Optimization exercise on an open flow, not production practice. RTL: at most simulated, not proved equivalent. Power: default activity.

==> flow/design.v <==
`default_nettype none
module morse (
    input wire clk,
    input wire RX,
    input wire[3:0] SW,  
    output wire LED_R,
    output wire LED_G,
    output wire LED_B
);
    wire rst = ~SW[0];
    reg [6:0] fc;
    reg       ft;
    wire fwrap = fc[6] & fc[3] & fc[2] & fc[1];       
    wire ftick = fwrap & ~ft;
    always @(posedge clk) begin
        if (rst) begin
            fc <= 0;
            ft <= 0;
        end else if (fwrap) begin
            fc <= 0;
            ft <= ~ft;
        end else begin
            fc <= fc + 1'b1;
        end
    end
    reg [6:0] pc;
    reg [2:0] q5;
    reg [5:0] q48;
    wire pwrap = &pc[6:2];                            
    wire q5wrap = q5[2];                              
    wire q48wrap = q48[5] & (&q48[3:0]);              
    wire btick = pwrap & q5wrap & ~q48[0];
    wire ltick = pwrap & q48wrap;
    always @(posedge clk) begin
        if (rst) begin
            pc <= 0;
            q5 <= 0;
            q48 <= 6'd24;
        end else if (pwrap) begin
            pc <= 0;
            q5 <= q5wrap ? 3'd0 : q5 + 1'b1;
            q48 <= q48wrap ? 6'd0 : q48 + 1'b1;
        end else begin
            pc <= pc + 1'b1;
        end
    end
    reg prev;
    reg rxv;
    reg [1:0] steady;
    always @(posedge clk) begin
        if (rst) begin
            prev <= 1;
            steady <= 0;
            rxv <= 1;
        end else if (ftick) begin
            if (steady == 2'b11) begin
                rxv <= prev;
                steady <= 0;
            end else if (prev == RX) begin
                steady <= steady + 1'b1;
            end else begin
                steady <= 0;
                prev <= RX;
            end
        end
    end
    reg [8:0] sr;
    reg [5:0] cur;
    wire idle = ~|sr;
    always @(posedge clk) begin
        if (rst) begin
            sr <= 0;
            cur <= 0;
        end else if (btick) begin
            if (sr[0]) begin
                sr <= 0;
                cur <= tr(sr[8:1]);
            end else begin
                sr <= {rxv ^ idle, sr[8:1]};
            end
        end
    end
    reg [4:0] w_addr;
    reg [4:0] r_addr;
    reg [5:0] last;
    reg warn;
    reg tick_d;
    reg rdy;
    reg [5:0] mem0, mem1, mem2, mem3, mem4, mem5, mem6, mem7, mem8, mem9;
    wire [4:0] w_next = {w_addr[3:0], ~w_addr[4]};
    wire [4:0] r_next = {r_addr[3:0], ~r_addr[4]};
    wire [9:0] ws = jdec(w_next);
    wire [9:0] rs = jdec(r_addr);
    wire full = (w_next == r_addr);
    wire pend = (cur != last);
    wire we = pend & ~full;
    always @(posedge clk) begin
        warn <= pend & full;
        tick_d <= ltick;
        if (rst) begin
            w_addr <= 0;
            last <= 0;
            mem0 <= 0;
        end else if (we) begin
            w_addr <= w_next;
            last <= cur;
            if (ws[0]) mem0 <= cur;
        end
        if (rst)
            r_addr <= 0;
        else if (tick_d & rdy & (r_addr != w_addr))
            r_addr <= r_next;
    end
    always @(posedge clk) begin
        if (we) begin
            if (ws[1]) mem1 <= cur;
            if (ws[2]) mem2 <= cur;
            if (ws[3]) mem3 <= cur;
            if (ws[4]) mem4 <= cur;
            if (ws[5]) mem5 <= cur;
            if (ws[6]) mem6 <= cur;
            if (ws[7]) mem7 <= cur;
            if (ws[8]) mem8 <= cur;
            if (ws[9]) mem9 <= cur;
        end
    end
    wire [5:0] code =
        ({6{rs[0]}} & mem0) | ({6{rs[1]}} & mem1) | ({6{rs[2]}} & mem2) |
        ({6{rs[3]}} & mem3) | ({6{rs[4]}} & mem4) | ({6{rs[5]}} & mem5) |
        ({6{rs[6]}} & mem6) | ({6{rs[7]}} & mem7) | ({6{rs[8]}} & mem8) |
        ({6{rs[9]}} & mem9);
    reg [2:0] j;
    reg [1:0] ph;
    wire elem = code[j];
    wire islast = ((code >> 2) >> j) == 0;               
    wire empty = ~|code[5:1];
    wire [1:0] ph_n = (ph == 2'd0 && !elem) ? 2'd3 : ph + 1'b1;
    always @(posedge clk) begin
        if (rst) begin
            rdy <= 1;
        end else if (ltick) begin
            if (rdy) begin
                rdy <= 0;
                j <= 0;
                ph <= 0;
            end else if (ph_n == 2'd3 && islast) begin
                rdy <= 1;
            end else begin
                ph <= ph_n;
                if (ph == 2'd3) j <= j + 1'b1;
            end
        end
    end
    assign LED_B = ~(~rdy & ~empty & (ph != 2'd3));
    assign LED_G = ~rdy;
    assign LED_R = ~warn;
    function [9:0] jdec(input [4:0] x);
        begin
            jdec[0] = ~x[4] & ~x[0];
            jdec[1] =  x[0] & ~x[1];
            jdec[2] =  x[1] & ~x[2];
            jdec[3] =  x[2] & ~x[3];
            jdec[4] =  x[3] & ~x[4];
            jdec[5] =  x[4] &  x[0];
            jdec[6] = ~x[0] &  x[1];
            jdec[7] = ~x[1] &  x[2];
            jdec[8] = ~x[2] &  x[3];
            jdec[9] = ~x[3] &  x[4];
        end
    endfunction
    function [5:0] tr(input [7:0] a);
        begin
            tr[0] = TR0[a];
            tr[1] = TR1[a];
            tr[2] = TR2[a];
            tr[3] = TR3[a];
            tr[4] = TR4[a];
            tr[5] = TR5[a];
        end
    endfunction
    localparam [255:0] TR0 = 256'h000000000000000000000000000000000712e89c0712e89c03c1000000000000;
    localparam [255:0] TR1 = 256'h000000000000000000000000000000000497b4a20497b4a20383000000000000;
    localparam [255:0] TR2 = 256'h0000000000000000000000000000000002a1ee4a02a1ee4a0307000000000000;
    localparam [255:0] TR3 = 256'h0000000000000000000000000000000003ee8c9003ee8c90020f000000000000;
    localparam [255:0] TR4 = 256'h000000000000000000000000000000000743154c0743154c001f000000000000;
    localparam [255:0] TR5 = 256'h00000000000000000000000000000000000000000000000003ff000000000000;
endmodule
==> flow/constraint.sdc <==
create_clock -name core_clock -period 10.0 [get_ports {clk}]
set_input_delay 2.0000 -clock core_clock [delete_from_list [all_inputs] [get_ports {clk}]]
set_output_delay 2.0000 -clock core_clock [all_outputs]
set_load 0.01 [all_outputs]
==> flow/run.sh <==
#!/bin/bash
# synth_recipe.tcl (not shown) runs the flow's synth.tcl, then flattens the netlist and writes it again
# the make line also repeats each setting of config.mk as NAME=value (left out here)
make -C /OpenROAD-flow-scripts/flow DESIGN_CONFIG=/design/flow/config.mk WORK_HOME=/design/flow/orfs CLKGATE_MAP_FILE= SYNTH_SCRIPT=/design/flow/synth_recipe.tcl finish
==> flow/config.mk <==
export PLATFORM = sky130hd
export DESIGN_NAME = morse
export DESIGN_NICKNAME = morse
export VERILOG_FILES = /design/flow/design.v
export SDC_FILE = /design/flow/constraint.sdc
export NUM_CORES = 4
export LEC_CHECK = 0
export ABC_AREA = 1
export CAP_MARGIN = 20
export CORE_MARGIN = 2
export CORE_UTILIZATION = 75
export SLEW_MARGIN = 20
==> results of run 1 <==
flip-flops by register name (all words and copies together), names as in the netlist, 2 cells and up:
| signal | flops |
|---|---|
| q48 | 6 |
| fc | 7 |
| ph | 2 |
| cur | 6 |
| mem0 | 6 |
| mem3 | 6 |
| sr | 9 |
| w_addr | 5 |
| mem9 | 6 |
| mem6 | 6 |
| mem2 | 6 |
| j | 3 |
| mem1 | 6 |
| mem5 | 6 |
| r_addr | 5 |
| mem7 | 6 |
| q5 | 3 |
| mem8 | 6 |
| mem4 | 6 |
| pc | 7 |
| last | 6 |
| steady | 2 |
worst reg2reg max path, stage by stage (launching register included):
cell     delay, ns
dfxtp_1       0.71
inv_2         0.26
o21ai_0       0.35
nor3_1        0.15
nand3_1       0.16
nand2_2       0.25
inv_1         0.28
nand2_1       0.15
nor2_1        0.59
cell families (layout without fill, tap and decap cells):
kind of cell,Yosys count,count (layout),synth area share
compound gates,118,118,0.119
xor+xnor,12,12,0.0182
fa+ha+maj,15,15,0.0325
buf+inv,87,107,0.0602
flops,127,127,0.542
simple gates,292,292,0.228
cell usage in the layout, fill, tap and decap left out, types with 4 or more instances in the layout:
master,count
nor3_1,8
nand4_1,8
bufinv_16,4
xor2_1,7
o22ai_1,5
a21oi_1,52
nor2_1,74
clkbuf_16,16
edfxtp_1,59
ha_1,15
a211oi_1,12
clkdlybuf4s50_1,5
dfxtp_1,68
inv_1,65
nand2_1,116
xnor2_1,5
nand3_1,63
o31ai_1,5
o21ai_0,31
synthesized netlist by cell type, types with 2 or more instances:
| cell | n |
|---|---|
| nand3_1 | 63 |
| nor4_1 | 2 |
| nand3_2 | 2 |
| buf_2 | 6 |
| o31ai_1 | 5 |
| ha_1 | 15 |
| xnor2_1 | 5 |
| nand4_1 | 8 |
| edfxtp_1 | 59 |
| or2_2 | 2 |
| o21ai_0 | 31 |
| nand2_2 | 3 |
| and3_1 | 3 |
| dfxtp_1 | 68 |
| nand2_1 | 116 |
| inv_1 | 65 |
| a21oi_1 | 52 |
| o22ai_1 | 5 |
| and2_1 | 2 |
| nor3_1 | 8 |
| clkbuf_1 | 9 |
| nor2_1 | 74 |
| a211oi_1 | 12 |
| xor2_1 | 7 |
| o21ai_2 | 2 |
| inv_2 | 3 |
power by group:
| group | switching, uW | internal, uW |
|---|---|---|
| Clock | 232 | 405 |
| Sequential | 1.80 | 541 |
| Combinational | 7.91 | 3.23 |
per-stage QoR:
| step | std cells | total power, uW | util | hold WS (ns) |
|---|---|---|---|---|
| floorplan | 651 | 561 | - | 0.418 |
| global placement | 741 | 564 | 0.772 | 0.431 |
| detailed placement | 741 | 564 | 0.772 | 0.439 |
| CTS | 773 | 1190 | 0.852 | 0.447 |
| global route | 773 | 1220 | 0.852 | 0.466 |
| finish | 773 | 1190 | 0.852 | 0.445 |
per-layer routing:
layer | global-route usage | vias to the layer above | part of all wire
met1 | 0.416 | 2215 | 0.36
met3 | 0.0830 | 106 | 0.097
met5 | 0 | - | 0
met4 | 0.203 | 0 | 0.062
li1 | - | 2236 | -
met2 | 0.623 | 346 | 0.48
worst max path at each step:
| stage | slack [ns] | endpoint | cells after the start | from |
|---|---|---|---|---|
| final | 5.05 | LED_B | 9 | r_addr[1] |
| after global routing | 4.97 | LED_B | 9 | r_addr[0] |
| after CTS | 5.18 | LED_B | 9 | r_addr[4] |
| after detailed placement | 5.55 | j[2] | 5 | SW[0] |
| after global placement | 5.60 | cur[0] | 5 | SW[0] |
| after floorplan | 6.83 | LED_B | 7 | r_addr[2] |
final cells by class:
cell class	instances	area (sq um)	area share
Multi-Input combinational cell	437	2300	0.354
Inverter	70	265	0.0409
Timing Repair Buffer	5	50.0	0.00772
Clock inverter	14	193	0.0297
Tap cell	102	128	0.0197
Clock buffer	18	418	0.0644
Sequential cell	127	3130	0.483
==> results.txt, run 1 <==
CP arrival=2.95 ns; worst vdd ir=~0.17 mV; total gr overflow=0; DR iter-0 viols=722; global-route wire length before repair=23400 um; Die W=~92 um; # fillers=about 400; Syn Area/Cell=a little under 9 sq um; Hold Path Class=reg2reg; Most used DFF post-synth=dfxtp_1; Die Height=just over 90 um; Initial Util=0.760; total negative slack=0 ns; clock sinks=~130; Slew Limit Fails=0; Crit Path Category=reg2out; WL/cell=about 19 um; Setup crit start kind=flip-flop; largest net degree at the start of global routing=23; Critical Path Max Stage Delay=0.69 ns; CTS tree=yes; Yosys reg bits=around 130; RSZ-0062 raised after global routing=false; Max-slew headroom=0.232; Power Density=~180 mW/mm^2; Core ar.=~0.0076 sq mm; hpwl dp=8530 um; worst endpoint required time=about 8 ns; CP max stage cell=dfxtp_1; Final setup viols=0; Final period util=0.495; Post-CTS Setup Inserts=0; Final ANT Viol Nets=0; Setup Skew=0.00825 ns; num ports=9; largest area contributor in the netlist=edfxtp_1; Residual DRC=0; global placement routability congestion=0.914; crit end category=output port; synth top area cells=edfxtp_1 31%, dfxtp_1 24%, nand2_1 7.5%; Mapped Nets=between 600 and 700; first-pass detailed-route iteration total=19; layout cells sized above 1=0.0760; vias per inst=around 6.3; total CTS buffers=17; Worst Reg-to-Reg Cells=8; Final min period=~5.0 ns; final hold vios=0; outcome=timing/DRC/antenna clean; Port Buffers=5; clock tree buffer depth=2; Seq/Total Area, Yosys=0.542; Crit path max-delay family=simple AND/OR/NAND/NOR gates; diodes inserted=0; area share of the leading cell type in the synthesized netlist=0.307; worst hold endpoint=fc[0]; post-synth cell types=50; flop-to-flop setup slack=6.73 ns; antenna violations before repair=0; vias in the first global route=~4800; fin area=0.00648 sq mm; Vias=4903; worst skew pair latency=about 0.52 ns; # Max-Cap Violations=0; critical path fanouts, max=13; RR Endpoint=mem8[4]; YS warnings=1; pre-CTS WS=5.55 ns; layout net count=679; setup ws final=5.05 ns; P_leak=0.00245 uW; Die ar.=approximately 0.0084 sq mm; Post-synth EDFFs=59; reg2reg start=r_addr[3]; cts repair resizes=0; num rows=32; Slew @ Worst Pin=between 1 and 1.5 ns; Root Buffer=clkbuf_8; buffers and inverters on the worst path=2; FFs w/ async S/R, synth=0; H-tree levels=4; synthesized cell area=0.00578 sq mm; clock-pin slew on the worst setup and hold paths=~0.060 ns; Synth-to-Final Area Change=12.2%; fmax=approximately 200 MHz; hold depth=1; Post-Syn Instances=about 650; Hold Startpoint=fc[0]; cts hold-fix bufs=0; gr usage total=0.362; cells along the critical path=inv_1 > nand3_1 > nand2_1 > nor2_1 > nand3b_1 > nor2_1 > nand4_1 > nand2_1 > clkdlybuf4s50_1; DP Area=just under 0.006 sq mm; routed wire length=~14000 um
==> inputs of run 2 (changes only) <==
--- a/flow/config.mk
+++ b/flow/config.mk
@@ -7,6 +7,5 @@
 export LEC_CHECK = 0
-export ABC_AREA = 1
 export CAP_MARGIN = 20
 export CORE_MARGIN = 2
-export CORE_UTILIZATION = 75
+export CORE_UTILIZATION = 40
 export SLEW_MARGIN = 20
==> run 2 against run 1 <==
  * Still clean
  * Global-route usage decreased by 20 points
  * Synthesized cell count down 14%
  * Clock skew increased by 0.0031 ns
  * Critical endpoint unchanged
  * Largest power group unchanged
==> results.txt, run 2 <==
Min Hold Slack=0.451 ns (+0.00633 ns); global placement routability congestion=0.826 (-9.6%); Power Density=172 mW/mm^2 (-6.2%); Die ar.=0.0158 sq mm (+87%); worst vdd ir=0.172 mV (-0.18%); Final min period=5.15 ns (+0.193 ns); total CTS buffers=17 (unchanged); Regs by FF count=sr (9), fc (7), pc (7); CTS tree=yes; cells along the critical path=inv_1 > a22oi_1 > o221a_2 > nand4_1 > o31ai_1 > clkdlybuf4s50_1; total gr overflow=0 (unchanged); antenna violations before repair=0 (unchanged); Mapped Nets=583 (-13%); P_int=907 uW (-4.4%); H-tree levels=4 (unchanged); sw frac=0.199 (-0.00379); clock-pin slew on the worst setup and hold paths=0.06 ns (about the same); Port Buffers=5 (unchanged); first-pass detailed-route iteration total=4 (-15); vias in the first global route=3946 (-17%); critical path fanouts, max=17 (+4); Most used DFF post-synth=dfxtp_1; Post-CTS Setup Inserts=0 (unchanged); num rows=44 (+38%); Root Buffer=clkbuf_16; Final setup viols=0 (unchanged); clock sinks=127 (unchanged); Initial Util=0.408 (-0.352); diodes inserted=0 (unchanged); part of the power in registers=0.479 (+0.023); clock power share=0.513 (-0.022); Setup Skew=0.0113 ns (+0.00309 ns); Residual DRC=0 (unchanged); Die Height=126 um (+37%); Vias=3999 (-18%); CP max stage cell=dfxtp_1; DR iter-0 viols=362 (-50%); Combinational Power Share=0.008 (about the same); layout cells sized above 1=0.0893 (+0.0133); most instantiated cells after synthesis=86 x nor2_1, 68 x dfxtp_1, 59 x edfxtp_1; most common cell after layout, fill and taps aside=nor2_1; Syn Area/Cell=10.5 sq um (+18%); worst skew pair latency=0.42 ns (-0.10 ns); Slew @ Worst Pin=1.03 ns (-0.116 ns); largest net degree at the start of global routing=37 (+61%); area share of the leading cell type in the synthesized netlist=0.300 (-0.00656); Die W=126 um (+37%); Post-synth EDFFs=59 (unchanged); synthesized cell area=0.00591 sq mm (+2.2%); hpwl dp=8090 um (-5.2%); cts repair resizes=0 (unchanged); crit end category=output port; num ports=9 (unchanged); P_leak=0.00253 uW (+3.0%); # Max-Cap Violations=0 (unchanged); cts hold-fix bufs=0 (unchanged); YS warnings=1 (unchanged); # fillers=1320 (+220%); routed wire length=12200 um (-15%); Crit Path Category=reg2out; RSZ-0062 raised after global routing=false; synth top area cells=edfxtp_1 30%, dfxtp_1 23%, nor2_1 5.5%; outcome=timing/DRC/antenna clean; Final period util=0.515 (+0.0193); Core ar.=0.0145 sq mm (+90%); max reg flops=9 (unchanged); Final ANT Viol Nets=0 (unchanged); most frequent cells in the layout=86 x nor2_1, 68 x dfxtp_1, 59 x edfxtp_1, 38 x nand2_1, 31 x a21oi_1; largest area contributor in the netlist=edfxtp_1; Max-slew headroom=0.310 (+0.0776); Setup crit start kind=flip-flop; NetSw=226 uW (-6.6%); CP arrival=3.15 ns (+0.20 ns); Yosys reg bits=127 (unchanged); top-count cell post-synth=nor2_1; worst endpoint required time=8.00 ns (about the same); global-route wire length before repair=20100 um (-14%); Biggest register=sr; fmax=194 MHz (-3.7%); vias per inst=5.30 (-16%); post-synth cell types=70 (+40%); WL/cell=16.2 um (-13%); Hold Path Class=reg2reg; FFs w/ async S/R, synth=0 (unchanged); clock tree buffer depth=2 (unchanged); final hold vios=0 (unchanged); gr usage total=0.162 (-0.200); Critical Path Max Stage Delay=0.84 ns (+0.15 ns); Synth-to-Final Area Change=11.4%; total negative slack=0 ns (unchanged); Slew Limit Fails=0 (unchanged); layout net count=579 (-15%); Seq/Total Area, Yosys=0.531 (-0.0116); Post-Syn Instances=562 (-14%)
==> run 2: cell count changes after synthesis, sizes merged, moves of 13 or more <==
cell and change:
a21oi -21, a22oi +13, nand3 -53, nand2b +17, nor2b +14, o21ai -19, nand2 -82, inv -49
mux2i +20
==> run 2: cells by family after synthesis <==
family                     Yosys count  synth area share
and+or+nand+nor                    213             0.178
DFF                                127             0.531
AOI/OAI and AO/OA                  106             0.135
buffers and inverters               49            0.0419
xor gates and xnor gates            32            0.0487
muxes                               20            0.0339
adders and majority gates           15            0.0318
==> run 2: layout make-up <==
cell class	instances	area, sq um	area share
Multi-Input combinational cell	386	2520	0.384
Sequential cell	127	3130	0.476
Tap cell	184	230	0.0350
Clock buffer	20	437	0.0664
Timing Repair Buffer	6	57.6	0.00875
Clock inverter	12	120	0.0183
Inverter	20	75.1	0.0114
==> run 2: worst max-delay path: cells and delay by family, from the launching register on <==
family	cells	cell delay, ns
flops	1	0.84
buf+inv	2	0.89
simple gates	1	0.14
compound gates	3	0.86
==> run 2: metal layers <==
metal | GRT usage | wire [um]
met5 | 0 | 0
met1 | 0.210 | 5810
met3 | 0.0471 | 471
met2 | 0.261 | 5770
met4 | 0.0556 | 172
==> run 2: through the flow <==
stage / utilization / setup WS (ns) / power, uW / cell area (sq um) / cells
after detailed placement: 0.416 / 5.29 / 563 / 6020 / 723
after CTS: 0.454 / 4.84 / 1140 / 6580 / 755
after floorplan: - / 6.49 / 560 / 5910 / 562
after global placement: 0.416 / 5.28 / 563 / 6020 / 723
after global routing: 0.454 / 4.66 / 1170 / 6580 / 755
final: 0.454 / 4.85 / 1130 / 6580 / 755
==> run 2: path summary, 6_finish.rpt <==
kind / cells after the start / to / slack, ns / from
setup / recovery: 6 / LED_B / 4.85 / r_addr[1]
hold / removal: 1 / pc[0] / 0.45 / pc[0]
setup reg to reg: 7 / ph[1] / 7.13 / r_addr[1]
hold reg to reg: 1 / pc[0] / 0.45 / pc[0]
==> run 2: power groups by stage <==
stage                     Sequential [uW]  Clock, uW  Combinational (uW)
after floorplan                       553          0                6.48
after global placement                554          0                9.36
after detailed placement              554          0                9.49
after CTS                             543        587                9.54
after global routing                  543        612                10.6
final                                 543        581                9.39
==> inputs of run 3 (changes only) <==
--- a/flow/config.mk
+++ b/flow/config.mk
@@ -10,2 +10,5 @@
 export CORE_UTILIZATION = 40
+export CTS_BUF_LIST = sky130_fd_sc_hd__clkbuf_4
+export CTS_CLUSTER_DIAMETER = 100
+export CTS_CLUSTER_SIZE = 40
 export SLEW_MARGIN = 20
==> run 3 against run 2 <==
  * Count of clock-buffer cells in the layout did not move
  * Synthesized area did not move
  * Clock skew rose by 0.010 ns
  * Still clean
  * Non-clock buffer count did not move
  * Critical endpoint unchanged
==> results.txt, run 3 <==
outcome=timing/DRC/antenna clean; global-route wire length before repair=19900 um (-0.96%); Final min period=5.28 ns (+0.137 ns); Vias=4031 (+0.80%); Port Buffers=5 (unchanged); Biggest register=sr; largest net degree at the start of global routing=37 (unchanged); placed insts=723 (unchanged); hold depth=1 (unchanged); Root Buffer=clkbuf_4; gr usage total=0.161 (-0.00180); crit end category=output port; Slew @ Worst Pin=1.03 ns (+0.00629 ns); DR iter-0 viols=300 (-17%); FFs w/ async S/R, synth=0 (unchanged); Final period util=0.528 (+0.0137); Die Height=126 um (unchanged); final hold vios=0 (unchanged); Synth-to-Final Area Change=6.53%; num rows=44 (unchanged); Syn Area/Cell=10.5 sq um (unchanged); Hold Startpoint=pc[0]; post-synth cell types=70 (unchanged); Setup Skew=0.0216 ns (+0.0103 ns); Post-Syn Instances=562 (unchanged); part of the power in registers=0.607 (+0.128); Core ar.=0.0145 sq mm (unchanged); max reg flops=9 (unchanged); Yosys reg bits=127 (unchanged); worst vdd ir=0.0827 mV (-52%); layout cells sized above 1=0.0946 (+0.00525); H-tree levels=4 (unchanged); hpwl dp=8090 um (unchanged); Setup crit start kind=flip-flop; Die ar.=0.0158 sq mm (unchanged); global placement routability congestion=0.826 (unchanged); worst hold endpoint=pc[0]; # Max-Cap Violations=0 (unchanged); Finished Layout Cells=755 (unchanged); Worst Reg-to-Reg Cells=7 (unchanged); Most used DFF post-synth=dfxtp_1; NetSw=195 uW (-14%); num ports=9 (unchanged); most frequent cells in the layout=86 x nor2_1, 68 x dfxtp_1, 59 x edfxtp_1, 38 x nand2_1, 31 x a21oi_1; vias per inst=5.34 (+0.80%); Hold Path Class=reg2reg; RSZ-0062 raised after global routing=false; cts hold-fix bufs=0 (unchanged); Seq/Total Area, Yosys=0.531 (unchanged); area share of the leading cell type in the synthesized netlist=0.300 (unchanged); diodes inserted=0 (unchanged); critical path fanouts, max=13 (-4); total negative slack=0 ns (unchanged); largest area contributor in the netlist=edfxtp_1; CP arrival=3.28 ns (+0.13 ns); layout net count=579 (unchanged); Initial Util=0.408 (unchanged); most common cell after layout, fill and taps aside=nor2_1; worst skew pair latency=0.55 ns (+0.13 ns); most instantiated cells after synthesis=86 x nor2_1, 68 x dfxtp_1, 59 x edfxtp_1; Crit Path Category=reg2out; WL/cell=16.0 um (-1.2%); first-pass detailed-route iteration total=5 (+1); fmax=189 MHz (-2.6%); synthesized cell area=0.00591 sq mm (unchanged); antenna violations before repair=0 (unchanged); Slew Limit Fails=0 (unchanged); clock-pin slew on the worst setup and hold paths=0.11 ns (+0.05 ns); Die W=126 um (unchanged); reg2reg start=r_addr[3]; Combinational Power Share=0.010 (+0.002); cts repair resizes=0 (unchanged); worst endpoint required time=8.00 ns (about the same); total gr overflow=0 (unchanged); RR Endpoint=j[2]; Regs by FF count=sr (9), fc (7), pc (7); sw frac=0.219 (+0.0193); Post-synth EDFFs=59 (unchanged); P_leak=0.00241 uW (-4.8%); vias in the first global route=3936 (-0.25%); Power Density=142 mW/mm^2 (-18%); clock power share=0.382 (-0.131); top-count cell post-synth=nor2_1; Final setup viols=0 (unchanged); synth top area cells=edfxtp_1 30%, dfxtp_1 23%, nor2_1 5.5%; CTS tree=yes; clock tree buffer depth=2 (unchanged); routed wire length=12100 um (-1.2%); Max-slew headroom=0.306 (-0.00422); Mapped Nets=583 (unchanged); P_int=697 uW (-23%); flop-to-flop setup slack=7.08 ns (-0.05 ns); YS warnings=1 (unchanged); total CTS buffers=17 (unchanged); clock sinks=127 (unchanged); Residual DRC=0 (unchanged); Final ANT Viol Nets=0 (unchanged); Post-CTS Setup Inserts=0 (unchanged)
run 3: changes by cell type in the layout (fill, tap and decap cells not counted):
cell / delta
clkbuf_1: -3
clkbuf_16: -17
clkbuf_4: +20
run 3: cell families (layout without fill, tap and decap cells):
logic type,Yosys count,after routing,share of synthesized area
compound gates,106,106,0.135
fa+ha+maj,15,15,0.0318
simple gates,213,213,0.178
flops,127,127,0.531
mux,20,20,0.0339
xor+xnor,32,32,0.0487
buf+inv,49,58,0.0419
run 3: stage by stage:
step	total power (uW)	setup WS [ns]	cell area [sq um]	hold slack, ns	utilization
final	892	4.72	6290	0.459	0.434
after global routing	922	4.50	6290	0.488	0.434
after CTS	901	4.67	6290	0.460	0.434
after detailed placement	563	5.29	6020	0.442	0.416
after global placement	563	5.28	6020	0.436	0.416
after floorplan	560	6.49	5910	0.418	-
run 3: area by class of cell:
cell class | instances | area, sq um
fill | 1348 | 8190
sequential | 127 | 3130
multi-input combinational | 386 | 2520
tap | 184 | 230
clock buffer | 20 | 150
clock inverter | 12 | 120
inverter | 20 | 75.1
timing repair buffer | 6 | 57.6
run 3: power groups by stage:
stage | combinational (uW) | sequential, uW | clock [uW]
after global routing | 10.5 | 542 | 369
after detailed placement | 9.49 | 554 | 0
after global placement | 9.36 | 554 | 0
after CTS | 9.52 | 542 | 349
final | 9.27 | 542 | 341
after floorplan | 6.48 | 553 | 0
run 3: critical path: stages, from the launching register on:
cell,delay (ns)
dfxtp_1,0.71
inv_2,0.24
a221oi_1,0.50
o2111a_1,0.36
nand2_1,0.08
o31ai_1,0.25
clkdlybuf4s50_1,0.59
run 3: worst max path at each step:
stage	slack [ns]	to	startpoint
finish	4.72	LED_B	r_addr[4]
detailed placement	5.29	LED_B	r_addr[1]
CTS	4.67	LED_B	r_addr[1]
global placement	5.28	LED_B	r_addr[1]
global route	4.50	LED_B	r_addr[1]
floorplan	6.49	LED_B	r_addr[4]
run 3: routing by layer:
layer / GRT usage / part of all wire
met1: 0.209 / 0.46
met2: 0.259 / 0.48
met5: 0 / 0
met3: 0.0394 / 0.043
met4: 0.0614 / 0.017
==> inputs of run 4 (changes only) <==
--- a/flow/design.v
+++ b/flow/design.v
@@ -84,2 +84,3 @@
     reg [4:0] r_addr;
+    reg [4:0] phase;
     reg [5:0] last;
@@ -88,7 +89,6 @@
     reg rdy;
-    reg [5:0] mem0, mem1, mem2, mem3, mem4, mem5, mem6, mem7, mem8, mem9;
+    reg [59:0] ring;
+    reg [5:0] bcode;
     wire [4:0] w_next = {w_addr[3:0], ~w_addr[4]};
     wire [4:0] r_next = {r_addr[3:0], ~r_addr[4]};
-    wire [9:0] ws = jdec(w_next);
-    wire [9:0] rs = jdec(r_addr);
     wire full = (w_next == r_addr);
@@ -96,2 +96,3 @@
     wire we = pend & ~full;
+    wire [5:0] port = ring[59:54];
     always @(posedge clk) begin
@@ -102,3 +103,2 @@
             last <= 0;
-            mem0 <= 0;
         end else if (we) begin
@@ -106,3 +106,2 @@
             last <= cur;
-            if (ws[0]) mem0 <= cur;
         end
@@ -112,26 +111,12 @@
             r_addr <= r_next;
+        if (rst)
+            phase <= 0;
+        else
+            phase <= {phase[3:0], ~phase[4]};
+        ring <= {ring[53:0], (phase == w_addr) ? last : port};
     end
-    always @(posedge clk) begin
-        if (we) begin
-            if (ws[1]) mem1 <= cur;
-            if (ws[2]) mem2 <= cur;
-            if (ws[3]) mem3 <= cur;
-            if (ws[4]) mem4 <= cur;
-            if (ws[5]) mem5 <= cur;
-            if (ws[6]) mem6 <= cur;
-            if (ws[7]) mem7 <= cur;
-            if (ws[8]) mem8 <= cur;
-            if (ws[9]) mem9 <= cur;
-        end
-    end
-    wire [5:0] code =
-        ({6{rs[0]}} & mem0) | ({6{rs[1]}} & mem1) | ({6{rs[2]}} & mem2) |
-        ({6{rs[3]}} & mem3) | ({6{rs[4]}} & mem4) | ({6{rs[5]}} & mem5) |
-        ({6{rs[6]}} & mem6) | ({6{rs[7]}} & mem7) | ({6{rs[8]}} & mem8) |
-        ({6{rs[9]}} & mem9);
-    reg [2:0] j;
     reg [1:0] ph;
-    wire elem = code[j];
-    wire islast = ((code >> 2) >> j) == 0;               
-    wire empty = ~|code[5:1];
+    wire elem = bcode[0];
+    wire islast = ~|bcode[5:2];
+    wire empty = ~|bcode[5:1];
     wire [1:0] ph_n = (ph == 2'd0 && !elem) ? 2'd3 : ph + 1'b1;
@@ -143,3 +128,2 @@
                 rdy <= 0;
-                j <= 0;
                 ph <= 0;
@@ -149,5 +133,7 @@
                 ph <= ph_n;
-                if (ph == 2'd3) j <= j + 1'b1;
+                if (ph == 2'd3) bcode <= bcode >> 1;
             end
         end
+        if (rdy && phase == r_addr)
+            bcode <= port;
     end
@@ -156,16 +142,2 @@
     assign LED_R = ~warn;
-    function [9:0] jdec(input [4:0] x);
-        begin
-            jdec[0] = ~x[4] & ~x[0];
-            jdec[1] =  x[0] & ~x[1];
-            jdec[2] =  x[1] & ~x[2];
-            jdec[3] =  x[2] & ~x[3];
-            jdec[4] =  x[3] & ~x[4];
-            jdec[5] =  x[4] &  x[0];
-            jdec[6] = ~x[0] &  x[1];
-            jdec[7] = ~x[1] &  x[2];
-            jdec[8] = ~x[2] &  x[3];
-            jdec[9] = ~x[3] &  x[4];
-        end
-    endfunction
     function [5:0] tr(input [7:0] a);
==> flow/flow/run.sh (new file) <==
#!/bin/bash
# The standard layout, with one change: synthesis maps the logic with an
# area-only ABC script (flow/abc_area.script, used through ABC_AREA 1) in
# place of ORFS's, which also buffers and sizes for speed. Everything else,
# register mapping included, is ORFS's own.
set -euo pipefail
here=$(pwd)
mkdir -p scripts
for f in "$FLOW_HOME"/scripts/*; do
  ln -sf "$f" scripts/
done
rm -f scripts/abc_area.script
cp flow/abc_area.script scripts/abc_area.script
export SCRIPTS_DIR="$here/scripts"
bash standard.sh > "$here/standard.log" 2>&1
==> flow/flow/abc_area.script (new file) <==
strash
&get -n
&st
&dch
&nf -R 1000
&put
==> flow/standard.sh (new file) <==
#!/bin/bash
# synth_recipe.tcl (not shown) runs the flow's synth.tcl, then flattens the netlist and writes it again
# the make line also repeats each setting of config.mk as NAME=value (left out here)
make -C /OpenROAD-flow-scripts/flow DESIGN_CONFIG=/design/flow/config.mk WORK_HOME=/design/flow/orfs CLKGATE_MAP_FILE= SYNTH_SCRIPT=/design/flow/synth_recipe.tcl "${@:-finish}"
--- a/flow/config.mk
+++ b/flow/config.mk
@@ -7,2 +7,3 @@
 export LEC_CHECK = 0
+export ABC_AREA = 1
 export CAP_MARGIN = 20
@@ -10,3 +11,3 @@
 export CORE_UTILIZATION = 40
-export CTS_BUF_LIST = sky130_fd_sc_hd__clkbuf_4
+export CTS_BUF_LIST = sky130_fd_sc_hd__clkbuf_8
 export CTS_CLUSTER_DIAMETER = 100
removed: flow/run.sh
==> run 4 against run 3 <==
  * Fmax rose by 30%
  * Setup slack improved by 1.2 ns
  * Register-to-register slack improved by 0.64 ns
  * First-iteration DRC count fell by 40%
  * Worst hold slack got worse by 0.13 ns
  * Clock power rose by about 30%
  * Via count fell by 21%
  * Critical path depth fell by 3
  * Global-route usage fell by 2.8 points
  * Non-clock buffer count did not move
  * Largest cell class unchanged
==> results.txt, run 4 <==
met2 usage=0.198 (-0.0619); Power Density=188 mW/mm^2 (+33%); worst endpoint required time=8.00 ns (about the same); Worst Reg-to-Reg Cells=5 (-2); post-synth cell types=39 (-44%); critical path fanouts, max=2 (-11); Min Hold Slack=0.326 ns (-0.133 ns); synth top area cells=dfxtp_1 54%, edfxtp_1 5.1%, a21oi_1 3.7%; fin area=0.00537 sq mm (-15%); hold depth=0 (-1); Regs by FF count=ring (60), sr (9); routed wire length=7740 um (-36%); Setup crit start kind=flip-flop; most common cell after layout, fill and taps aside=dfxtp_1; Final period util=0.406 (-0.122); global-route wire length before repair=13500 um (-32%); WL/cell=12.1 um (-24%); num rows=39 (-11%); worst vdd ir=0.165 mV (+100%); # fillers=1059 (-21%); P_leak=0.00213 uW (-11%); area share of the leading cell type in the synthesized netlist=0.539 (+0.239); antenna violations before repair=0 (unchanged); final hold vios=0 (unchanged); Crit Path Category=reg2out; max reg flops=60 (+51); Setup Skew=0.0148 ns (-0.00681 ns); Die W=113 um (-10%); Biggest register=ring; total gr overflow=0 (unchanged); Die Height=113 um (-10%); num ports=9 (unchanged); Most used DFF post-synth=dfxtp_1; Slew @ Worst Pin=0.761 ns (-0.273 ns); Final min period=4.06 ns (-1.22 ns); Mapped Nets=478 (-18%); Core ar.=0.0115 sq mm (-21%); clock tree buffer depth=2 (unchanged); layout net count=503 (-13%); Hold Path Class=reg2reg; worst skew pair latency=0.42 ns (-0.13 ns); Synth-to-Final Area Change=13.8%; clock sinks=135 (+6.3%); synthesized cell area=0.00472 sq mm (-20%); Post-CTS Setup Inserts=0 (unchanged); CP max stage cell=clkdlybuf4s50_1; Finished Layout Cells=639 (-15%); largest area contributor in the netlist=dfxtp_1; Final ANT Viol Nets=0 (unchanged); total CTS buffers=17 (unchanged); fmax=246 MHz (+30%); GRT Max-Usage Layer=met2; cts hold-fix bufs=0 (unchanged); RSZ-0062 raised after global routing=false; GR Layer Usage met1=0.177 (-0.0314); CTS tree=yes; Max-slew headroom=0.487 (+0.182); Vias=3174 (-21%); diodes inserted=0 (unchanged); Post-Syn Instances=458 (-19%); first-pass detailed-route iteration total=4 (-1); top-count cell post-synth=dfxtp_1; Yosys reg bits=135 (+6.3%); gr usage total=0.132 (-0.0281); Root Buffer=clkbuf_8; clock-pin slew on the worst setup and hold paths=0.08 ns (-0.03 ns); cells along the critical path=or4_1 > o21ai_0 > clkdlybuf4s50_1; hpwl dp=5260 um (-35%); vias per inst=4.97 (-7.0%); H-tree levels=4 (unchanged); Initial Util=0.412 (+0.00368); crit end category=output port; Seq/Total Area, Yosys=0.590 (+0.0591); Final setup viols=0 (unchanged); most instantiated cells after synthesis=127 x dfxtp_1, 46 x nor2_1, 35 x a21oi_1, 35 x o21ai_0, 26 x clkinv_1; vias in the first global route=2953 (-25%); DR iter-0 viols=180 (-40%); FFs w/ async S/R, synth=0 (unchanged); Die ar.=0.0127 sq mm (-19%); total negative slack=0 ns (unchanged); Post-synth EDFFs=8 (-86%); CP arrival=2.06 ns (-1.22 ns); YS warnings=1 (unchanged); cts repair resizes=0 (unchanged); # Max-Cap Violations=0 (unchanged); Residual DRC=0 (unchanged); Port Buffers=5 (unchanged); Slew Limit Fails=0 (unchanged); global placement routability congestion=0.814 (-1.5%); largest net degree at the start of global routing=47 (+27%); layout cells sized above 1=0.0706 (-0.0240); placed insts=607 (-16%); Syn Area/Cell=10.3 sq um (-1.9%); outcome=timing/DRC/antenna clean; met3 usage=0.0470 (+0.00761); final core utilization=0.468 (+0.0337); most frequent cells in the layout=127 x dfxtp_1, 46 x nor2_1, 35 x o21ai_0, 35 x a21oi_1, 26 x clkinv_1; DP Area=0.00496 sq mm (-18%); Critical Path Max Stage Delay=0.56 ns (-0.15 ns)
[run 4: cell count changes in the layout (fill, tap and decap cells not counted), moves of 12 or more]
cell      previous run  this run
clkbuf_4            20         0
clkbuf_8             0        19
clkinv_1             3        26
dfxtp_1             68       127
edfxtp_1            59         8
inv_1               18         0
mux2i_1             20         0
nand2_1             38        24
nand2b_1            17         5
nor2_1              86        46
o21ai_0             13        35
[run 4: final timing paths]
| check | slack (ns) | to | startpoint |
|---|---|---|---|
| setup reg to reg | 7.72 | bcode[5] | pc[3] |
| setup / recovery | 5.94 | LED_B | bcode[5] |
| hold / removal | 0.33 | ring[59] | ring[53] |
| hold reg to reg | 0.33 | ring[59] | ring[53] |
[run 4: critical path: cells and delay by family (launching register included)]
family / cells / cell delay (ns)
AND/OR/NAND/NOR: 1 / 0.55
AO/OA/AOI/OAI: 1 / 0.17
buffers and inverters: 1 / 0.56
flip-flops: 1 / 0.38
[run 4: area by class of cell]
| type | count | area [sq um] | area share |
|---|---|---|---|
| well taps | 143 | 179 | 0.0333 |
| flip-flops and latches | 135 | 2780 | 0.518 |
| clock inverters | 13 | 141 | 0.0263 |
| inverters | 26 | 97.6 | 0.0182 |
| clock buffers | 19 | 262 | 0.0487 |
| repair buffers | 6 | 57.6 | 0.0107 |
| multi-input cells | 297 | 1850 | 0.344 |
[run 4: cell families after synthesis]
kind of cell	count (synthesis)	synth area share
DFF	135	0.590
adders and majority gates	14	0.0371
AOI/OAI and AO/OA	99	0.122
muxes	11	0.0262
and+or+nand+nor	139	0.142
xor gates and xnor gates	34	0.0631
buffers and inverters	26	0.0207
[run 4: report_power, final]
part	switching (uW)	leakage [uW]	internal, uW
logic	9.89	0.000826	7.46
registers	3.33	0.00110	547
clock network	205	0.000204	237
total	218	0.00213	792
[run 4: stage by stage]
step | setup WS (ns) | power, uW
floorplan | 6.75 | 574
global placement | 5.54 | 580
detailed placement | 5.90 | 581
CTS | 5.89 | 1020
global route | 5.81 | 1050
finish | 5.94 | 1010
[run 4: metal layers]
| metal | vias up | share of wire |
|---|---|---|
| li1 | 1657 | - |
| met1 | 1468 | 0.50 |
| met2 | 44 | 0.45 |
| met3 | 5 | 0.033 |
| met4 | 0 | 0.0079 |
| met5 | - | 0 |
==> inputs of run 5 (changes only) <==
--- a/flow/flow/run.sh
+++ b/flow/flow/run.sh
@@ -14,2 +14,3 @@
 export SCRIPTS_DIR="$here/scripts"
+export CTS_ARGS="-sink_clustering_enable -repair_clock_nets -buf_list sky130_fd_sc_hd__clkbuf_4 -sink_clustering_size 12 -sink_clustering_max_diameter 50 -dont_use_dummy_load"
 bash standard.sh > "$here/standard.log" 2>&1
--- a/flow/config.mk
+++ b/flow/config.mk
@@ -11,5 +11,5 @@
 export CORE_UTILIZATION = 40
-export CTS_BUF_LIST = sky130_fd_sc_hd__clkbuf_8
-export CTS_CLUSTER_DIAMETER = 100
-export CTS_CLUSTER_SIZE = 40
+export CTS_BUF_LIST = sky130_fd_sc_hd__clkbuf_4
+export CTS_CLUSTER_DIAMETER = 60
+export CTS_CLUSTER_SIZE = 20
 export SLEW_MARGIN = 20
==> run 5 against run 4 <==
  * Critical path depth is the same
  * Core utilization shrank 2.4 points
  * Clock skew grew 0.024 ns
  * Sequential share of layout area grew 2.8 points
  * Highest routed layer unchanged
==> results.txt, run 5 <==
main combinational cell family by area after synthesis=simple AND/OR/NAND/NOR gates; Vias=3134 (-1.3%); Crit path max-delay family=buffers and inverters; Critical Path Max Stage Delay=0.56 ns (about the same); Die ar.=0.0127 sq mm (unchanged); # fillers=1085 (+2.5%); global-route wire length before repair=13400 um (-0.86%); area of the multi-input gates=0.00185 sq mm (unchanged); worst endpoint required time=8.00 ns (about the same); CP max stage cell=clkdlybuf4s50_1; total CTS buffers=17 (unchanged); cells along the critical path=or4_1 > o21ai_0 > clkdlybuf4s50_1; setup ws final=5.88 ns (-0.0557 ns); layout cells sized above 1=0.0416 (-0.0290); vias in the first global route=2943 (-0.34%); Root Buffer=clkbuf_4; routed wire length=7680 um (-0.76%); cts hold-fix bufs=0 (unchanged); compound-cell area share of the yosys netlist=0.122 (unchanged); most common cell after layout, fill and taps aside=dfxtp_1; num ports=9 (unchanged); fmax=243 MHz (-1.4%); DR iter-0 viols=169 (-6.1%); Post-Syn Instances=458 (unchanged); Port Buffers=5 (unchanged); Post-synth EDFFs=8 (unchanged); synth top area cells=dfxtp_1 54%, edfxtp_1 5.1%, a21oi_1 3.7%; antenna violations before repair=0 (unchanged); Setup Skew=0.0391 ns (+0.0243 ns); Regs by FF count=ring (60), sr (9); Setup crit start kind=flip-flop; worst vdd ir=0.116 mV (-29%); Power Density=156 mW/mm^2 (-17%); WL/cell=12.3 um (+1.6%); Seq/Total Area, Yosys=0.590 (unchanged); synthesized cell area=0.00472 sq mm (unchanged); Final period util=0.412 (+0.00557); Power Total=794 uW (-21%); cts repair resizes=0 (unchanged); P_leak=0.00201 uW (-5.9%); buffers and inverters on the worst path=1 (unchanged); global placement routability congestion=0.814 (unchanged); Crit Path Category=reg2out; final core utilization=0.444 (-0.0240); Residual DRC=0 (unchanged); area share of the leading cell type in the synthesized netlist=0.539 (unchanged); outcome=timing/DRC/antenna clean; pre-CTS WS=5.90 ns (unchanged); Most used DFF post-synth=dfxtp_1; clock tree buffer depth=2 (unchanged); largest area contributor in the netlist=dfxtp_1; total gr overflow=0 (unchanged); CP arrival=2.12 ns (+0.06 ns); hpwl dp=5260 um (unchanged); Biggest register=ring; diodes inserted=0 (unchanged); clock-pin slew on the worst setup and hold paths=0.08 ns (about the same); simple-gate share of the synthesized area=0.142 (unchanged); mux cell area share after synthesis=0.0262 (unchanged); total negative slack=0 ns (unchanged); Final min period=4.12 ns (+0.0557 ns); reg2reg start=pc[3]; Final setup viols=0 (unchanged); RSZ-0062 raised after global routing=false; Final ANT Viol Nets=0 (unchanged); worst skew pair latency=0.48 ns (+0.06 ns); crit end category=output port; Mapped Nets=478 (unchanged); Post-CTS Setup Inserts=0 (unchanged); sequential cell area=0.00278 sq mm (unchanged); Syn Area/Cell=10.3 sq um (unchanged); Initial Util=0.412 (unchanged); most instantiated cells after synthesis=127 x dfxtp_1, 46 x nor2_1, 35 x a21oi_1, 35 x o21ai_0, 26 x clkinv_1; # Max-Cap Violations=0 (unchanged); layout net count=503 (unchanged); final hold vios=0 (unchanged); most frequent cells in the layout=127 x dfxtp_1, 46 x nor2_1, 35 x o21ai_0, 35 x a21oi_1, 26 x clkinv_1; Max-slew headroom=0.485 (-0.00232); top-count cell post-synth=dfxtp_1; Hold Path Class=reg2reg; CP startpoint=bcode[5]; synthesized-area fraction occupied by adder cells=0.0371 (unchanged); Synth-to-Final Area Change=7.93%; post-synth cell types=39 (unchanged); first-pass detailed-route iteration total=4 (unchanged); max reg flops=60 (unchanged); YS warnings=1 (unchanged); H-tree levels=4 (unchanged); Die Height=113 um (unchanged); xor/xnor share of the synthesized area=0.0631 (unchanged); FFs w/ async S/R, synth=0 (unchanged); Yosys reg bits=135 (unchanged); Hold Startpoint=ring[23]; largest net degree at the start of global routing=47 (unchanged); Core ar.=0.0115 sq mm (unchanged); clock sinks=135 (unchanged); Slew Limit Fails=0 (unchanged); gr usage total=0.132 (-0.000783); vias per inst=5.02 (+1.1%); Slew @ Worst Pin=0.764 ns (+0.00343 ns); Die W=113 um (unchanged); CTS tree=yes; critical path fanouts, max=2 (unchanged); num rows=39 (unchanged)
run 5: cell counts after synthesis:
Identical to the previous run, type by type.
run 5: cell families (layout without fill, tap and decap cells):
group	after synthesis	count (layout)
muxes	11	11
and+or+nand+nor	139	139
xor gates and xnor gates	34	34
DFF	135	135
adders and majority gates	14	14
AOI/OAI and AO/OA	99	99
buffers and inverters	26	49
run 5: final cells by class:
cell class	count	share of cell area
Clock buffer	17	0.0251
Timing Repair Buffer	6	0.0113
Tap cell	143	0.0351
Sequential cell	135	0.546
Inverter	26	0.0192
Multi-Input combinational cell	297	0.363
run 5: path summary, 6_finish.rpt:
kind	end	slack, ns	depth (start not counted)
setup / recovery	LED_B	5.88	3
setup reg to reg	bcode[5]	7.71	5
hold reg to reg	ring[29]	0.31	0
hold / removal	ring[29]	0.31	0
run 5: worst register-to-register path, cell delays in order (launching register included):
cell     delay [ns]
dfxtp_1        0.38
nand2_1        0.08
nor2_1         0.17
and2_0         0.36
nand4_1        0.26
o41ai_2        0.67
run 5: through the flow:
| stage | hold slack, ns | std cells | instance area (sq um) |
|---|---|---|---|
| floorplan | 0.310 | 458 | 4720 |
| global placement | 0.310 | 607 | 4960 |
| detailed placement | 0.312 | 607 | 4960 |
| CTS | 0.316 | 624 | 5090 |
| global route | 0.327 | 624 | 5090 |
| finish | 0.315 | 624 | 5090 |
run 5: power breakdown:
group          switching (uW)  leakage [uW]  internal (uW)
registers                3.34       0.00110            547
clock network             148     0.0000782           77.9
logic                    9.95      0.000826           7.46
run 5: metal layers:
| layer | vias up | routed length [um] | GRT usage |
|---|---|---|---|
| met4 | 0 | 44 | 0.0520 |
| li1 | 1644 | - | - |
| met1 | 1450 | 3940 | 0.176 |
| met2 | 38 | 3460 | 0.195 |
| met3 | 2 | 234 | 0.0470 |
| met5 | - | 0 | 0 |
==> inputs of run 6 (changes only) <==
--- a/flow/flow/run.sh
+++ b/flow/flow/run.sh
@@ -14,3 +14,3 @@
 export SCRIPTS_DIR="$here/scripts"
-export CTS_ARGS="-sink_clustering_enable -repair_clock_nets -buf_list sky130_fd_sc_hd__clkbuf_4 -sink_clustering_size 12 -sink_clustering_max_diameter 50 -dont_use_dummy_load"
+export CTS_ARGS="-repair_clock_nets -buf_list sky130_fd_sc_hd__clkbuf_4 -dont_use_dummy_load"
 bash standard.sh > "$here/standard.log" 2>&1
==> run 6 against run 5 <==
  * Final cell count is the same
  * Setup slack stayed put
  * Register-to-register slack hardly changed
  * Power is the same
  * Count of clock-buffer cells in the layout stayed put
  * Combinational power is essentially flat
  * Synthesized area unchanged
  * Global-route usage is the same
  * Clock skew unchanged
  * Critical path depth stayed put
  * Largest cell class unchanged
==> results.txt, run 6 <==
Yosys reg bits=135 (unchanged); Syn Area/Cell=10.3 sq um (unchanged); worst vdd ir=0.116 mV (unchanged); post-synth cell types=39 (unchanged); FFs w/ async S/R, synth=0 (unchanged); Post-synth EDFFs=8 (unchanged); WL met2=3460 um (unchanged); Vias=3134 (unchanged); Post-CTS Setup Inserts=0 (unchanged); vias in the first global route=2943 (unchanged); Final period util=0.412 (unchanged); # Max-Cap Violations=0 (unchanged); total gr overflow=0 (unchanged); cts hold-fix bufs=0 (unchanged); crit end category=output port; Biggest register=ring; diodes inserted=0 (unchanged); num ports=9 (unchanged); DR iter-0 viols=169 (unchanged); antenna violations before repair=0 (unchanged); Power Total=794 uW (unchanged); RSZ-0062 raised after global routing=false; Mapped Nets=478 (unchanged); Initial Util=0.412 (unchanged); layout cells sized above 1=0.0416 (unchanged); first-pass detailed-route iteration total=4 (unchanged); Die W=113 um (unchanged); Combinational Power Share=0.022 (about the same); WL/cell=12.3 um (unchanged); Most used DFF post-synth=dfxtp_1; synth top area cells=dfxtp_1 54%, edfxtp_1 5.1%, a21oi_1 3.7%; Metal-1 WL=3940 um (unchanged); clock sinks=135 (unchanged); Setup Skew=0.0391 ns (unchanged); Root Buffer=clkbuf_4; Die Height=113 um (unchanged); Seq/Total Area, Yosys=0.590 (unchanged); Final setup viols=0 (unchanged); total negative slack=0 ns (unchanged); part of the power in registers=0.693 (about the same); hpwl dp=5260 um (unchanged); total CTS buffers=17 (unchanged); CP arrival=2.12 ns (about the same); vias per inst=5.02 (unchanged); final hold vios=0 (unchanged); Finished Layout Cells=624 (unchanged); largest net degree at the start of global routing=47 (unchanged); Port Buffers=5 (unchanged); Setup crit start kind=flip-flop; YS warnings=1 (unchanged); largest area contributor in the netlist=dfxtp_1; most common cell after layout, fill and taps aside=dfxtp_1; worst endpoint required time=8.00 ns (about the same); most frequent cells in the layout=127 x dfxtp_1, 46 x nor2_1, 35 x o21ai_0, 35 x a21oi_1, 26 x clkinv_1; global-route wire length before repair=13400 um (unchanged); global placement routability congestion=0.814 (unchanged); num rows=39 (unchanged); Hold Path Class=reg2reg; clock power share=0.285 (about the same); Power Density=156 mW/mm^2 (unchanged); layout net count=503 (unchanged); sw frac=0.204 (unchanged); area of the multi-input gates=0.00185 sq mm (unchanged); placed insts=607 (unchanged); H-tree levels=4 (unchanged); P_int=633 uW (unchanged); top layer in use=met4; top-count cell post-synth=dfxtp_1; max reg flops=60 (unchanged); Residual DRC=0 (unchanged); WL met3=234 um (unchanged); routed wire length=7680 um (unchanged); Slew Limit Fails=0 (unchanged); cts repair resizes=0 (unchanged); Slew @ Worst Pin=0.764 ns (unchanged); outcome=timing/DRC/antenna clean; CTS tree=yes; Die ar.=0.0127 sq mm (unchanged); Post-Syn Instances=458 (unchanged); Synth-to-Final Area Change=7.93% (unchanged); Crit Path Category=reg2out; sequential cell area=0.00278 sq mm (unchanged); P_leak=0.00201 uW (unchanged); Core ar.=0.0115 sq mm (unchanged); Final min period=4.12 ns (unchanged); Max-slew headroom=0.485 (unchanged); # fillers=1085 (unchanged); fmax=243 MHz (unchanged); most instantiated cells after synthesis=127 x dfxtp_1, 46 x nor2_1, 35 x a21oi_1, 35 x o21ai_0, 26 x clkinv_1; synthesized cell area=0.00472 sq mm (unchanged); NetSw=162 uW (unchanged); clock-pin slew on the worst setup and hold paths=0.08 ns (about the same); critical path fanouts, max=2 (unchanged); gr usage total=0.132 (unchanged); Regs by FF count=ring (60), sr (9); Final ANT Viol Nets=0 (unchanged); clock tree buffer depth=2 (unchanged); area share of the leading cell type in the synthesized netlist=0.539 (unchanged); worst skew pair latency=0.48 ns (about the same)
[run 6: cell counts after synthesis]
No cell type changed its count.
[run 6: power by group through the flow]
stage          Clock, uW  Sequential, uW  Combinational (uW)
3_3_place_gp           0             563                17.1
4_1_cts              241             551                17.7
6_report             226             551                17.4
2_1_floorplan          0             562                11.4
3_5_place_dp           0             563                17.7
5_1_grt              264             552                19.9
[run 6: stage by stage]
step	cell area [sq um]	setup slack, ns	util	hold slack, ns
6_report	5090	5.88	0.444	0.315
5_1_grt	5090	5.72	0.444	0.327
4_1_cts	5090	5.81	0.444	0.316
3_5_place_dp	4960	5.90	0.433	0.312
3_3_place_gp	4960	5.54	0.432	0.310
2_1_floorplan	4720	6.75	-	0.310
[run 6: layout make-up]
| type | count | area share |
|---|---|---|
| Sequential cell | 135 | 0.546 |
| Multi-Input combinational cell | 297 | 0.363 |
| Clock buffer | 17 | 0.0251 |
| Timing Repair Buffer | 6 | 0.0113 |
| Tap cell | 143 | 0.0351 |
| Inverter | 26 | 0.0192 |
[run 6: worst max-delay path, cell delays in order, from the launching register on]
cell and delay (ns):
edfxtp_1 0.38, or4_1 0.55, o21ai_0 0.17, clkdlybuf4s50_1 0.56
[run 6: final timing paths]
| path | depth (start not counted) | to | from | slack [ns] |
|---|---|---|---|---|
| worst max-delay path | 3 | LED_B | bcode[5] | 5.88 |
| worst min-delay path | 0 | ring[29] | ring[23] | 0.31 |
| worst max register to register | 5 | bcode[5] | pc[3] | 7.71 |
| worst min register to register | 0 | ring[29] | ring[23] | 0.31 |
[run 6: logic make-up (layout without fill, tap and decap cells)]
logic type,after synthesis,after routing,synth area share
XOR/XNOR,34,34,0.0631
flip-flops,135,135,0.590
buffers and inverters,26,49,0.0207
AO/OA/AOI/OAI,99,99,0.122
multiplexers,11,11,0.0262
AND/OR/NAND/NOR,139,139,0.142
adder cells (fa/ha/maj),14,14,0.0371
[run 6: routing by layer]
| metal | vias up | track usage |
|---|---|---|
| met5 | - | 0 |
| met4 | 0 | 0.0520 |
| met3 | 2 | 0.0470 |
| met2 | 38 | 0.195 |
| met1 | 1450 | 0.176 |
| li1 | 1644 | - |
==> inputs of run 7 (changes only) <==
--- a/flow/flow/run.sh
+++ b/flow/flow/run.sh
@@ -14,3 +14,3 @@
 export SCRIPTS_DIR="$here/scripts"
-export CTS_ARGS="-repair_clock_nets -buf_list sky130_fd_sc_hd__clkbuf_4 -dont_use_dummy_load"
+export CTS_ARGS="-sink_clustering_enable -repair_clock_nets -buf_list {sky130_fd_sc_hd__clkbuf_4 sky130_fd_sc_hd__clkbuf_8} -root_buf sky130_fd_sc_hd__clkbuf_8 -sink_clustering_size 20 -sink_clustering_max_diameter 60 -dont_use_dummy_load"
 bash standard.sh > "$here/standard.log" 2>&1
==> run 7 against run 6 <==
  * Sequential power hardly changed
  * Non-clock buffer count stayed put
  * Critical path depth stayed put
  * Global-route usage hardly changed
  * Die area stayed put
  * Combinational power hardly changed
  * Design area is 2.1% higher
  * Fmax is 1.6% higher
  * Setup slack better by 0.065 ns
  * Core utilization is 0.93 points higher
  * Via count is 0.35% higher
==> results.txt, run 7 <==
Biggest register=ring; Residual DRC=0 (unchanged); Synth-to-Final Area Change=10.2%; GRT Max-Usage Layer=met2; CP arrival=2.05 ns (-0.07 ns); Most used DFF post-synth=dfxtp_1; Worst Reg-to-Reg Cells=5 (unchanged); cts repair resizes=0 (unchanged); clock tree buffer depth=2 (unchanged); total gr overflow=0 (unchanged); GR Layer Usage met1=0.176 (-0.000342); hpwl dp=5260 um (unchanged); Die ar.=0.0127 sq mm (unchanged); synth top area cells=dfxtp_1 54%, edfxtp_1 5.1%, a21oi_1 3.7%; vias per inst=5.04 (+0.35%); met2 usage=0.197 (+0.00200); Final setup viols=0 (unchanged); P_leak=0.00205 uW (+2.2%); cts hold-fix bufs=0 (unchanged); Regs by FF count=ring (60), sr (9); Seq/Total Area, Yosys=0.590 (unchanged); worst skew pair latency=0.41 ns (-0.07 ns); Root Buffer=clkbuf_8; antenna violations before repair=0 (unchanged); global placement routability congestion=0.814 (unchanged); critical path fanouts, max=2 (unchanged); Slew Limit Fails=0 (unchanged); largest net degree at the start of global routing=47 (unchanged); max reg flops=60 (unchanged); outcome=timing/DRC/antenna clean; Max-slew headroom=0.489 (+0.00442); Die W=113 um (unchanged); Final period util=0.405 (-0.00650); diodes inserted=0 (unchanged); post-synth cell types=39 (unchanged); Hold Path Class=reg2reg; Finished Layout Cells=624 (unchanged); Post-synth EDFFs=8 (unchanged); num ports=9 (unchanged); layout net count=503 (unchanged); Crit Path Category=reg2out; most instantiated cells after synthesis=127 x dfxtp_1, 46 x nor2_1, 35 x a21oi_1, 35 x o21ai_0, 26 x clkinv_1; top-count cell post-synth=dfxtp_1; crit end category=output port; fmax=247 MHz (+1.6%); Die Height=113 um (unchanged); Setup crit start kind=flip-flop; Vias=3145 (+0.35%); most frequent cells in the layout=127 x dfxtp_1, 46 x nor2_1, 35 x o21ai_0, 35 x a21oi_1, 26 x clkinv_1; Port Buffers=5 (unchanged); Post-Syn Instances=458 (unchanged); DP Area=0.00496 sq mm (unchanged); total CTS buffers=17 (unchanged); vias in the first global route=2952 (+0.31%); Final ANT Viol Nets=0 (unchanged); CTS tree=yes; routed wire length=7730 um (+0.61%); H-tree levels=4 (unchanged); Power Density=169 mW/mm^2 (+8.4%); YS warnings=1 (unchanged); area share of the leading cell type in the synthesized netlist=0.539 (unchanged); worst endpoint required time=8.00 ns (about the same); Core ar.=0.0115 sq mm (unchanged); first-pass detailed-route iteration total=5 (+1); layout cells sized above 1=0.0416 (unchanged); most common cell after layout, fill and taps aside=dfxtp_1; total negative slack=0 ns (unchanged); clock sinks=135 (unchanged); synthesized cell area=0.00472 sq mm (unchanged); Syn Area/Cell=10.3 sq um (unchanged); # Max-Cap Violations=0 (unchanged); # fillers=1072 (-1.2%); FFs w/ async S/R, synth=0 (unchanged); setup ws final=5.95 ns (+0.0650 ns); worst vdd ir=0.167 mV (+43%); gr usage total=0.132 (about the same); Mapped Nets=478 (unchanged); num rows=39 (unchanged); Yosys reg bits=135 (unchanged); met3 usage=0.0470 (unchanged); fin area=0.00520 sq mm (+2.1%); DR iter-0 viols=142 (-16%); placed insts=607 (unchanged); RSZ-0062 raised after global routing=false; Final min period=4.05 ns (-0.0650 ns); WL/cell=12.4 um (+0.61%); Setup Skew=0.0256 ns (-0.0135 ns); final hold vios=0 (unchanged); Slew @ Worst Pin=0.758 ns (-0.00656 ns); Initial Util=0.412 (unchanged); pre-CTS WS=5.90 ns (unchanged); largest area contributor in the netlist=dfxtp_1; hold depth=0 (unchanged); clock-pin slew on the worst setup and hold paths=0.06 ns (-0.02 ns); Post-CTS Setup Inserts=0 (unchanged); global-route wire length before repair=13500 um (+0.36%)
-- run 7: cell counts after synthesis --
Identical to the previous run, type by type.
-- run 7: critical path, cell delays in order, from the launching register on --
cell and delay, ns:
edfxtp_1 0.37, or4_1 0.55, o21ai_0 0.17, clkdlybuf4s50_1 0.56
-- run 7: cells by family after synthesis --
family / synth area share
fa+ha+maj: 0.0371
simple gates: 0.142
xor+xnor: 0.0631
flops: 0.590
mux: 0.0262
compound gates: 0.122
buf+inv: 0.0207
-- run 7: path summary, 6_finish.rpt --
kind            start  endpoint  slack, ns
max          bcode[5]     LED_B       5.95
min          ring[23]  ring[29]       0.31
max reg2reg     pc[3]  bcode[5]       7.69
min reg2reg  ring[23]  ring[29]       0.31
-- run 7: through the flow --
stage | power, uW | utilization | hold slack [ns]
floorplan | 574 | - | 0.310
global placement | 580 | 0.432 | 0.310
detailed placement | 581 | 0.433 | 0.312
CTS | 892 | 0.453 | 0.315
global route | 918 | 0.453 | 0.324
finish | 879 | 0.453 | 0.315
-- run 7: layer usage --
metal	routed length (um)	part of all wire	vias to the layer above
li1	-	-	1632
met1	3900	0.51	1460
met2	3410	0.44	40
met3	310	0.040	13
met4	105	0.014	0
met5	0	0	-
-- run 7: layout make-up --
class	count	area, sq um	area share
repair buffers	6	57.6	0.0111
clock buffers	17	234	0.0450
flip-flops and latches	135	2780	0.535
inverters	26	97.6	0.0188
multi-input cells	297	1850	0.356
well taps	143	179	0.0344
-- run 7: power by group --
part | internal, uW | total [uW] | switching, uW
combinational | 7.46 | 17.4 | 9.95
sequential | 548 | 552 | 3.33
clock | 149 | 310 | 161
==> inputs of run 8 (changes only) <==
--- a/flow/flow/run.sh
+++ b/flow/flow/run.sh
@@ -14,3 +14,3 @@
 export SCRIPTS_DIR="$here/scripts"
-export CTS_ARGS="-sink_clustering_enable -repair_clock_nets -buf_list {sky130_fd_sc_hd__clkbuf_4 sky130_fd_sc_hd__clkbuf_8} -root_buf sky130_fd_sc_hd__clkbuf_8 -sink_clustering_size 20 -sink_clustering_max_diameter 60 -dont_use_dummy_load"
+export CTS_ARGS="-sink_clustering_enable -repair_clock_nets -buf_list {sky130_fd_sc_hd__clkbuf_4 sky130_fd_sc_hd__clkbuf_8} -sink_clustering_size 30 -sink_clustering_max_diameter 120 -sink_clustering_levels 1 -dont_use_dummy_load"
 bash standard.sh > "$here/standard.log" 2>&1
==> run 8 against run 7 <==
  * Still clean on timing, DRC and antenna
  * Final cell count unchanged
  * Clock skew unchanged
  * Non-clock buffer count stayed put
  * Sequential power about the same
  * Combinational power barely moved
  * Core utilization unchanged
  * Sequential cell count is the same
  * Setup slack is the same
  * Wire length stayed put
  * Power stayed put
  * Critical path type unchanged
  * Critical endpoint unchanged
  * Largest cell class unchanged
  * Highest routed layer unchanged
==> results.txt, run 8 <==
Slew @ Worst Pin=0.758 ns (unchanged); CTS tree=yes; cts hold-fix bufs=0 (unchanged); WL/cell=12.4 um (unchanged); worst vdd ir=0.167 mV (unchanged); largest net degree at the start of global routing=47 (unchanged); layout cells sized above 1=0.0416 (unchanged); Seq/Total Area, Yosys=0.590 (unchanged); hpwl dp=5260 um (unchanged); CP arrival=2.05 ns (about the same); Min Hold Slack=0.315 ns (unchanged); main combinational cell family by area after synthesis=simple AND/OR/NAND/NOR gates; hold depth=0 (unchanged); WL met3=310 um (unchanged); Final setup viols=0 (unchanged); simple-gate share of the synthesized area=0.142 (unchanged); diodes inserted=0 (unchanged); Metal-1 WL=3900 um (unchanged); Die ar.=0.0127 sq mm (unchanged); mux cell area share after synthesis=0.0262 (unchanged); Yosys reg bits=135 (unchanged); most instantiated cells after synthesis=127 x dfxtp_1, 46 x nor2_1, 35 x a21oi_1, 35 x o21ai_0, 26 x clkinv_1; Crit Path Category=reg2out; clock tree buffer depth=2 (unchanged); YS warnings=1 (unchanged); CP max stage cell=clkdlybuf4s50_1; total negative slack=0 ns (unchanged); Vias=3145 (unchanged); Mapped Nets=478 (unchanged); synthesized cell area=0.00472 sq mm (unchanged); DR iter-0 viols=142 (unchanged); final hold vios=0 (unchanged); synthesized-area fraction occupied by adder cells=0.0371 (unchanged); Power Density=169 mW/mm^2 (unchanged); most common cell after layout, fill and taps aside=dfxtp_1; Root Buffer=clkbuf_8; Critical Path Max Stage Delay=0.56 ns (about the same); FFs w/ async S/R, synth=0 (unchanged); gr usage total=0.132 (unchanged); global-route wire length before repair=13500 um (unchanged); crit end category=output port; compound-cell area share of the yosys netlist=0.122 (unchanged); buffers and inverters on the worst path=1 (unchanged); antenna violations before repair=0 (unchanged); global placement routability congestion=0.814 (unchanged); Die Height=113 um (unchanged); Final ANT Viol Nets=0 (unchanged); Die W=113 um (unchanged); P_leak=0.00205 uW (unchanged); Port Buffers=5 (unchanged); Setup crit start kind=flip-flop; H-tree levels=4 (unchanged); Residual DRC=0 (unchanged); total gr overflow=0 (unchanged); Core ar.=0.0115 sq mm (unchanged); critical path fanouts, max=2 (unchanged); vias per inst=5.04 (unchanged); routed wire length=7730 um (unchanged); placed insts=607 (unchanged); # Max-Cap Violations=0 (unchanged); clock sinks=135 (unchanged); clock-pin slew on the worst setup and hold paths=0.06 ns (about the same); most frequent cells in the layout=127 x dfxtp_1, 46 x nor2_1, 35 x o21ai_0, 35 x a21oi_1, 26 x clkinv_1; Hold Startpoint=ring[23]; Final period util=0.405 (unchanged); first-pass detailed-route iteration total=5 (unchanged); area share of the leading cell type in the synthesized netlist=0.539 (unchanged); Syn Area/Cell=10.3 sq um (unchanged); Post-synth EDFFs=8 (unchanged); vias in the first global route=2952 (unchanged); Post-Syn Instances=458 (unchanged); worst skew pair latency=0.41 ns (about the same); top layer in use=met4; flop-to-flop setup slack=7.69 ns (about the same); Most used DFF post-synth=dfxtp_1; outcome=timing/DRC/antenna clean; Setup Skew=0.0256 ns (unchanged); Biggest register=ring; Crit path max-delay family=buffers and inverters; Post-CTS Setup Inserts=0 (unchanged); num rows=39 (unchanged); Worst Reg-to-Reg Cells=5 (unchanged); layout net count=503 (unchanged); fmax=247 MHz (unchanged); largest area contributor in the netlist=dfxtp_1; RSZ-0062 raised after global routing=false; Max-slew headroom=0.489 (unchanged); reg2reg start=pc[3]; WL met2=3410 um (unchanged); RR Endpoint=bcode[5]; Hold Path Class=reg2reg; num ports=9 (unchanged); Regs by FF count=ring (60), sr (9); Initial Util=0.412 (unchanged); Slew Limit Fails=0 (unchanged); worst hold endpoint=ring[29]; final core utilization=0.453 (unchanged); Finished Layout Cells=624 (unchanged); max reg flops=60 (unchanged); worst endpoint required time=8.00 ns (about the same); xor/xnor share of the synthesized area=0.0631 (unchanged); cells along the critical path=or4_1 > o21ai_0 > clkdlybuf4s50_1; Synth-to-Final Area Change=10.2% (unchanged); cts repair resizes=0 (unchanged); synth top area cells=dfxtp_1 54%, edfxtp_1 5.1%, a21oi_1 3.7%; post-synth cell types=39 (unchanged); Power Total=879 uW (unchanged); Final min period=4.05 ns (unchanged); total CTS buffers=17 (unchanged); top-count cell post-synth=dfxtp_1
run 8: cell counts in the layout (fill, tap and decap cells not counted):
Identical to the previous run, type by type.
run 8: cells by family (layout without fill, tap and decap cells):
kind of cell	Yosys count	count (layout)
and+or+nand+nor	139	139
DFF	135	135
AOI/OAI and AO/OA	99	99
xor gates and xnor gates	34	34
buffers and inverters	26	49
adders and majority gates	14	14
muxes	11	11
run 8: routing by layer:
metal,track usage,vias up
met3,0.0470,13
met1,0.176,1460
met5,0,-
met2,0.197,40
li1,-,1632
met4,0.0496,0
run 8: cell type report:
cell class	count	area [sq um]
fillers	1072	6270
repair buffers	6	57.6
clock buffers	17	234
multi-input cells	297	1850
well taps	143	179
flip-flops and latches	135	2780
inverters	26	97.6
run 8: stage by stage:
step / area [sq um] / setup slack (ns)
after floorplan: 4720 / 6.75
after global placement: 4960 / 5.54
after detailed placement: 4960 / 5.90
after CTS: 5200 / 5.91
after global routing: 5200 / 5.83
final: 5200 / 5.95
run 8: worst max-delay path by stage:
stage / startpoint / endpoint / depth (start not counted)
2_1_floorplan: SW[0] / bcode[0] / 2
3_3_place_gp: SW[0] / bcode[1] / 4
3_5_place_dp: SW[0] / bcode[0] / 4
4_1_cts: bcode[5] / LED_B / 3
5_1_grt: bcode[5] / LED_B / 3
6_report: bcode[5] / LED_B / 3
run 8: report_power, final:
part | switching (uW) | internal (uW)
Sequential | 3.33 | 548
Clock | 161 | 149
Combinational | 9.95 | 7.46
Total | 174 | 705
run 8: worst reg2reg max path, stage by stage, from the launching register on:
cell,delay [ns]
dfxtp_1,0.37
nand2_1,0.08
nor2_1,0.17
and2_0,0.36
nand4_1,0.27
o41ai_2,0.67
